From an optimization exercise on the open Yosys and OpenROAD flow, aimed at small area, a short achievable clock period and few clock cycles; shortcuts taken in it are not production practice. Function was checked by simulation only, so behaviour that the tests miss may differ from the original. Power figures rest on the tool's default switching activity, not on a simulated workload.

lane 2:
==> flow/design.v (excerpt) <==
module Top_convolution(
	input clk,
	input rst,
	input start,
	input en,
	input [12:0] addr,
	output [20:0] out,
	output [20:0] max_pl,
	output reg done,
	output reg pat_en,
	output [9:0] pat_addr,
	input [7:0] pat_dout,
	output reg img_en,
	output [17:0] img_addr,
	input [7:0] img_dout,
	output reg pc_en,
	output reg pc_we,
	output [9:0] pc_addr,
	output [10:0] pc_din,
	input [10:0] pc_dout,
	output reg ic_en,
	output reg ic_we,
	output [17:0] ic_addr,
	output [10:0] ic_din,
	input [10:0] ic_dout,
	output pl_en,
	output pl_we,
	output [12:0] pl_addr,
	output [20:0] pl_din,
	input [20:0] pl_dout
    );
For scale: roughly 670 flip-flops, ~240 I/O pins.
Settings: LEC_CHECK=0, CAP_MARGIN=20, CORE_MARGIN=2, CORE_UTILIZATION=40, SLEW_MARGIN=20; clock period 11.0 ns.
run.sh (not shown) runs the stock make flow with config.mk's settings and CLKGATE_MAP_FILE= SYNTH_SCRIPT=/design/flow/synth_recipe.tcl, a recipe that flattens the netlist after the stock synthesis.
Testbench counts of lane 2, summed over its fixed seeds: cycles 298,584.
Changes in lane 5 relative to lane 2:
==> flow/flow/run.sh (new file) <==
#!/bin/bash
# Standard layout, with the port buffers made from buf_2 cells.
cp standard.sh standard_sh_copy.log
cp config.mk config_mk_copy.log
export BUFFER_PORTS_ARGS="-buffer_cell sky130_fd_sc_hd__buf_2"
bash standard.sh > standard.log 2>&1
==> flow/standard.sh (new file) <==
#!/bin/bash
# synth_recipe.tcl (not shown) runs the flow's synth.tcl, then flattens the netlist and writes it again
# the make line also repeats each setting of config.mk as NAME=value (left out here)
make -C /OpenROAD-flow-scripts/flow DESIGN_CONFIG=/design/flow/config.mk WORK_HOME=/design/flow/orfs CLKGATE_MAP_FILE= SYNTH_SCRIPT=/design/flow/synth_recipe.tcl "${@:-finish}"
removed: flow/run.sh
==> comparison <==
Compared with lane 2, placement density in the core of lane 5 is lower.
Compared with lane 2, lane 5 improves first-pass GRT wire length.
Looking at cell with the biggest individual delay on the critical path, the mux2_2 result is from lane 5; the clkdlybuf4s50_1 one comes from lane 2.
Global routing usage summed across all routing layers: lane 5 < lane 2
Lane 5 improves on lane 2 in finished layout cell area.
Least setup slack across all paths after layout | lane 5 above lane 2

========
== orange ==
Top_convolution, a different RTL version from the one above (not shown whole).
Size: about 690 flip-flops, about 240 I/O pins, about 39,000 sq um of cells after synthesis.
Design Top_convolution, start of the top module:
module Top_convolution(
	input clk,
	input rst,
	input start,
	input en,
	input [12:0] addr,
	output [20:0] out,
	output [20:0] max_pl,
	output reg done,
	output pat_en,
	output [9:0] pat_addr,
	input [7:0] pat_dout,
	output img_en,
	output [17:0] img_addr,
	input [7:0] img_dout,
	output reg pc_en,
	output reg pc_we,
	output [9:0] pc_addr,
	output [10:0] pc_din,
	input [10:0] pc_dout,
	output reg ic_en,
	output reg ic_we,
	output [17:0] ic_addr,
	output [10:0] ic_din,
	input [10:0] ic_dout,
	output pl_en,
	output pl_we,
	output [12:0] pl_addr,
	output [20:0] pl_din,
	input [20:0] pl_dout
    );
export LEC_CHECK = 0
export CAP_MARGIN = 20
export CORE_MARGIN = 2
export CORE_UTILIZATION = 60
export CTS_BUF_LIST = sky130_fd_sc_hd__clkbuf_8
export CTS_CLUSTER_SIZE = 30
export SLEW_MARGIN = 20
export SYNTH_HIERARCHICAL = 1
export SYNTH_MINIMUM_KEEP_SIZE = 0
create_clock -name core_clock -period 11.0 [get_ports {clk}]
standard.sh (not shown) runs the stock make flow with config.mk's settings and CLKGATE_MAP_FILE= SYNTH_SCRIPT=/design/flow/synth_recipe.tcl, a recipe that flattens the netlist after the stock synthesis.
==> flow/flow/run.sh <==
#!/bin/bash
# The standard layout (standard.sh), with the port buffers made from
# buf_2 cells, and clock tree synthesis without dummy loads.
export BUFFER_PORTS_ARGS="-buffer_cell sky130_fd_sc_hd__buf_2"
export CTS_ARGS="-sink_clustering_enable -repair_clock_nets -dont_use_dummy_load -sink_clustering_size 28 -sink_clustering_max_diameter 120 -buf_list sky130_fd_sc_hd__clkbuf_16"
bash standard.sh > standard.log 2>&1
Testbench counts of orange, summed over its fixed seeds: cycles 261,792.
Modified inputs, blue compared to orange
==> flow/flow/run.sh <==
#!/bin/bash
# The standard layout (standard.sh), with the port buffers made from
# buf_2 cells, and clock tree synthesis without dummy loads.
export BUFFER_PORTS_ARGS="-buffer_cell sky130_fd_sc_hd__buf_2"
export CTS_ARGS="-sink_clustering_enable -repair_clock_nets -dont_use_dummy_load -sink_clustering_size 30 -buf_list sky130_fd_sc_hd__clkbuf_8"
bash standard.sh > standard.log 2>&1
Utilization: blue vs orange up 1.4 points. As far as largest net degree at the start of global routing goes, blue and orange are indistinguishable; the numbers are identical. In blue, the share of post-route cells with drive strength above 1 came out 2.2 points above the value in orange. Re net switching fraction of the power: orange was higher than blue. The combinational cell fraction of total power of blue falls short of that of orange by 2.9 points. The global-route wire length before repair number comes out lower for orange vs blue. Diff blue..orange | cell depth of the worst hold path | unchanged.

## re-timing with driven ports
In the flow no input, the clock included, has a driving cell. The finished layouts below were timed again as built, in two steps. Step 1: set_driving_cell puts a clkbuf_16 on clk and a buf_2 on each other input, an assumption about the parent block. Step 2, shift: input delay + t, output delay - t, t = (earliest + latest rising clock arrival at the registers) / 2. This alone moves slack from input paths to output paths. Three values: no drivers, after step 1, after step 2; two values: the first two.
run	t (ns)	setup slack, ns	worst register clock-pin slew, ns	pins driven straight from the clock port
lane 2	0.701	5.443 / 5.421 / 5.421	0.07 / 0.07	1
lane 5	0.707	6.109 / 6.090 / 6.090	0.07 / 0.07	1
orange	0.681	6.102 / 6.080 / 6.080	0.12 / 0.12	1
blue	0.751	6.102 / 6.080 / 6.080	0.06 / 0.06	1
After both steps every run listed still meets setup and hold.
